This is an optimization exercise on Yosys and OpenROAD, whose aim is small area and a short achievable clock period, not a production implementation. In this exercise RTL edits were held to simulation tests only and were not proved equivalent to the original. The flow treats the clock pin as an ideal source, which a real chip does not have.

## pe
module pe (
    input               clk,
    input               rst,
    input  signed [7:0] weight,
    input  signed [7:0] inmap,
    input               inmap_vld,
    input               weight_vld,
    input  signed [7:0] bias,
    output signed [7:0] outmap,
    output              outmap_vld,
    output signed [15:0] outraw
);
==> flow/config.mk <==
export PLATFORM = sky130hd
export DESIGN_NAME = pe
export DESIGN_NICKNAME = pe
export VERILOG_FILES = /design/flow/design.v
export SDC_FILE = /design/flow/constraint.sdc
export NUM_CORES = 4
export LEC_CHECK = 0
export CAP_MARGIN = 20
export CORE_MARGIN = 2
export CORE_UTILIZATION = 40
export SLEW_MARGIN = 60
export SYNTH_HIERARCHICAL = 1
export SYNTH_MINIMUM_KEEP_SIZE = 0
==> flow/constraint.sdc <==
create_clock -name core_clock -period 10.5 [get_ports {clk}]
set_input_delay 2.1000 -clock core_clock [delete_from_list [all_inputs] [get_ports {clk}]]
set_output_delay 2.1000 -clock core_clock [all_outputs]
set_load 0.01 [all_outputs]
standard.sh (not shown) runs the stock make flow with config.mk's settings and CLKGATE_MAP_FILE= SYNTH_SCRIPT=/design/flow/synth_recipe.tcl, a recipe that flattens the netlist after the stock synthesis.
==> flow/flow/run.sh <==
#!/bin/bash
# Own layout flow: the standard ORFS layout (standard.sh) with two changes:
#  - port buffers use buf_2 instead of the buffer the port buffering picks by default
#    (every input and output port still gets its own buffer);
#  - before clock-tree synthesis, a timing-driven sizing pass (gate upsizing and pin
#    swaps only, no new buffers) aims at a worst slack somewhat above the placed one.
set -euo pipefail
here=$(cd "$(dirname "$0")" && pwd)
export BUFFER_PORTS_ARGS="-buffer_cell sky130_fd_sc_hd__buf_1"
export PRE_CTS_TCL="$here/pre_cts.tcl"
export SIZE_EXTRA_SLACK="${SIZE_EXTRA_SLACK:-0.45}"
bash standard.sh > standard_flow.log 2>&1
==> flow/flow/pre_cts.tcl <==
# Timing-driven gate sizing before CTS: upsize gates and swap pins (no buffering) on the
# worst paths until the worst slack is SIZE_EXTRA_SLACK ns above what placement left.
estimate_parasitics -placement
set ws [worst_slack -max]
puts "pre_cts sizing: worst slack $ws, target [expr {$ws + $::env(SIZE_EXTRA_SLACK)}]"
repair_timing -setup -setup_margin [expr {$ws + $::env(SIZE_EXTRA_SLACK)}] \
  -sequence "sizeup,swap" -repair_tns 0 -verbose
puts "pre_cts sizing: worst slack now [worst_slack -max]"
Edit:
==> flow/flow/run.sh (replaced) <==
#!/bin/bash
# Own layout flow: the standard ORFS layout (standard.sh, which also runs the standard
# synthesis) with two changes:
#  - port buffers are buf_1 instead of the buffer the port buffering picks by default
#    (every input and output port still gets its own buffer; the sizing may upsize it);
#  - before clock-tree synthesis, pre_cts.tcl runs a timing-driven sizing pass (gate
#    upsizing and pin swaps only) aiming at a worst slack SIZE_EXTRA_SLACK ns above the
#    placed one.
# The final report's power-grid check has failed now and then on a placement; if the run
# fails, it is redone from scratch with a slightly smaller sizing target. Each attempt's
# output is in standard_flow_<target>.log; ORFS's own logs are under orfs/logs.
set -uo pipefail
here=$(cd "$(dirname "$0")" && pwd)
export BUFFER_PORTS_ARGS="-buffer_cell sky130_fd_sc_hd__buf_1"
export PRE_CTS_TCL="$here/pre_cts.tcl"
for x in 0.45 0.40 0.35 0.30; do
  rm -rf orfs out/final.def
  if SIZE_EXTRA_SLACK=$x bash standard.sh > "standard_flow_$x.log" 2>&1 && [[ -f out/final.def ]]; then
    echo "layout done with sizing target +$x ns"
    exit 0
  fi
  echo "layout with sizing target +$x ns failed; see standard_flow_$x.log"
done
exit 1
Settings changed: SLEW_MARGIN 60 to 70.
=> Sequential cell count does not change; final area went up by 2.2%; worst setup slack is about the same; non-clock buffer count went up by 1; final cell count hardly moves; die area does not change; routed wire length went up by 0.63%; hold slack is about the same.
Edit:
Settings changed: PLACE_DENSITY from default to 0.9, SLEW_MARGIN 70 to 60.
Effect: Worst setup slack is worse by 0.0050 ns. Clock skew is about the same. Non-clock buffer count shrinks by 1. Global-route usage grows by 0.42 points. First-iteration DRC count grows by well over a third. Count of clock-buffer cells in the layout shrinks by 1. Routed wire length grows by a few percent. Core utilization shrinks by 0.71 points.
Edit:
Settings changed: CORE_UTILIZATION 40 to 50, PLACE_DENSITY 0.9 to default.
Result: The new run finished with timing, DRC and antenna clean; non-clock buffer count goes up by 1; first-iteration DRC count came out lower by well over a third; fmax grows slightly.
Edit:
--- a/flow/flow/run.sh
+++ b/flow/flow/run.sh
@@ -14,5 +14,5 @@
 export BUFFER_PORTS_ARGS="-buffer_cell sky130_fd_sc_hd__buf_1"
 export PRE_CTS_TCL="$here/pre_cts.tcl"
-for x in 0.45 0.40 0.35 0.30; do
+for x in 0.65 0.45 0.40 0.35; do
   rm -rf orfs out/final.def
   if SIZE_EXTRA_SLACK=$x bash standard.sh > "standard_flow_$x.log" 2>&1 && [[ -f out/final.def ]]; then
Settings changed: CORE_UTILIZATION 50 to 40.
=> The changed run produced a clean layout. Worst hold slack is about the same. Clock-buffer cell count grows by 1. Clock skew barely changes. Setup slack loses 0.085 ns. Cell count grows by about 5%. Global-route usage came out lower by 3.7 points. Critical path depth is unchanged. Register-to-register slack is worse by 0.11 ns.

pe again, from the RTL that the note above started with.
clock: 10.5 ns
lec_check: 0
cap_margin: 20
core_margin: 2
core_utilization: 40
gpl_timing_driven: 0
slew_margin: 20
synth_hierarchical: 1
synth_minimum_keep_size: 0
==> flow/flow/run.sh <==
#!/bin/bash
# Own layout flow: the standard ORFS layout, with port buffers of a small, fast buffer
# (buf_2) instead of the default the port buffering picks; every port still gets a buffer.
set -euo pipefail
export BUFFER_PORTS_ARGS="-buffer_cell sky130_fd_sc_hd__buf_2"
bash standard.sh > standard_flow.log 2>&1
Change:
==> flow/flow/run.sh (replaced) <==
#!/bin/bash
# Own layout flow: the standard ORFS layout (standard.sh, which also runs the standard
# synthesis) with two changes:
#  - port buffers are buf_1 instead of the buffer the port buffering picks by default
#    (every input and output port still gets its own buffer; the sizing may upsize it);
#  - before clock-tree synthesis, pre_cts.tcl runs a timing-driven sizing pass (gate
#    upsizing and pin swaps only) aiming at a worst slack SIZE_EXTRA_SLACK ns above the
#    placed one.
# The final report's power-grid check has failed now and then on a placement; if the run
# fails, it is redone from scratch with a slightly smaller sizing target. Each attempt's
# output is in standard_flow_<target>.log; ORFS's own logs are under orfs/logs.
set -uo pipefail
here=$(cd "$(dirname "$0")" && pwd)
export BUFFER_PORTS_ARGS="-buffer_cell sky130_fd_sc_hd__buf_1"
export PRE_CTS_TCL="$here/pre_cts.tcl"
for x in 0.45 0.40 0.35 0.30; do
  rm -rf orfs out/final.def
  if SIZE_EXTRA_SLACK=$x bash standard.sh > "standard_flow_$x.log" 2>&1 && [[ -f out/final.def ]]; then
    echo "layout done with sizing target +$x ns"
    exit 0
  fi
  echo "layout with sizing target +$x ns failed; see standard_flow_$x.log"
done
exit 1
==> flow/flow/pre_cts.tcl (new file) <==
# Timing-driven gate sizing before CTS: upsize gates and swap pins (no buffering) on the
# worst paths until the worst slack is SIZE_EXTRA_SLACK ns above what placement left.
estimate_parasitics -placement
set ws [worst_slack -max]
puts "pre_cts sizing: worst slack $ws, target [expr {$ws + $::env(SIZE_EXTRA_SLACK)}]"
repair_timing -setup -setup_margin [expr {$ws + $::env(SIZE_EXTRA_SLACK)}] \
  -sequence "sizeup,swap" -repair_tns 0 -verbose
puts "pre_cts sizing: worst slack now [worst_slack -max]"
Settings changed: ABC_AREA set to 1, GPL_TIMING_DRIVEN 0 to not set, SLEW_MARGIN 20 to 60.
What happened:
- The new run finished with timing, DRC and antenna clean
- routed wire length rose by 12%
- setup slack gains 710 ps
- clock-buffer cell count fell by 1
- cell count rose by 21%
- clock skew is about the same
- utilization fell by 2.0 points
- global-route usage fell by 0.23 points
- critical path depth rose by 2
Change:
Settings changed: ABC_AREA 1 to not set, CTS_BUF_LIST set to sky130_fd_sc_hd__clkbuf_8 sky130_fd_sc_hd__clkbuf_4, CTS_CLUSTER_DIAMETER set to 200, CTS_CLUSTER_SIZE set to 30.
Hold slack gets worse by 27 ps.
Cell area came out lower by 8.5%.
Global-route usage fell by 0.12 points.
Wire length came out lower by 13%.
Synthesized area is lower by 9.3%.
Die area came out lower by 8.9%.
Cell count decreases by 21%.
Maximum frequency decreases by 1.7%.
Sequential cell count stays the same.

[separate check: timing with driven ports]
No port has a modelled driver above. Below, the same layouts with a new extraction and two added sets of constraints.
Step 1 assumes that a clkbuf_16 drives the clock port and a buf_2 every other input.
Step 2, shift: input delay + t, output delay - t, t = (earliest + latest rising clock arrival at the registers) / 2. This alone moves slack from input paths to output paths.
Slacks: ideal / step 1 / step 2; pairs: ideal / step 1.
run	t (ns)	setup WS [ns]	worst setup path after step 2	latest minus earliest clock arrival (ns)	worst data-port slew with drivers (ns)
the first run of note 1	0.281	2.125 / 2.105 / 2.105	input to output	0.005 / 0.005	0.04
the second run of note 1	0.282	2.127 / 2.090 / 2.090	input to output	0.003 / 0.004	0.04
the third run of note 1	0.288	2.122 / 2.100 / 2.100	input to output	0.004 / 0.004	0.04
the fourth run of note 1	0.292	2.210 / 2.188 / 2.188	input to output	0.007 / 0.006	0.04
the fifth run of note 1	0.281	2.125 / 2.105 / 2.105	input to output	0.005 / 0.005	0.04
the first run of note 2	0.284	1.564 / 1.538 / 1.538	input to output	0.004 / 0.004	0.03
the second run of note 2	0.292	2.270 / 2.248 / 2.248	input to output	0.004 / 0.004	0.03
the third run of note 2	0.282	2.127 / 2.106 / 2.106	input to output	0.006 / 0.006	0.04
After both steps every run listed still meets setup and hold. The setup slack of the second run of note 1, which loses most, moves by -0.037 ns with the drivers and by -0.037 ns with both steps.
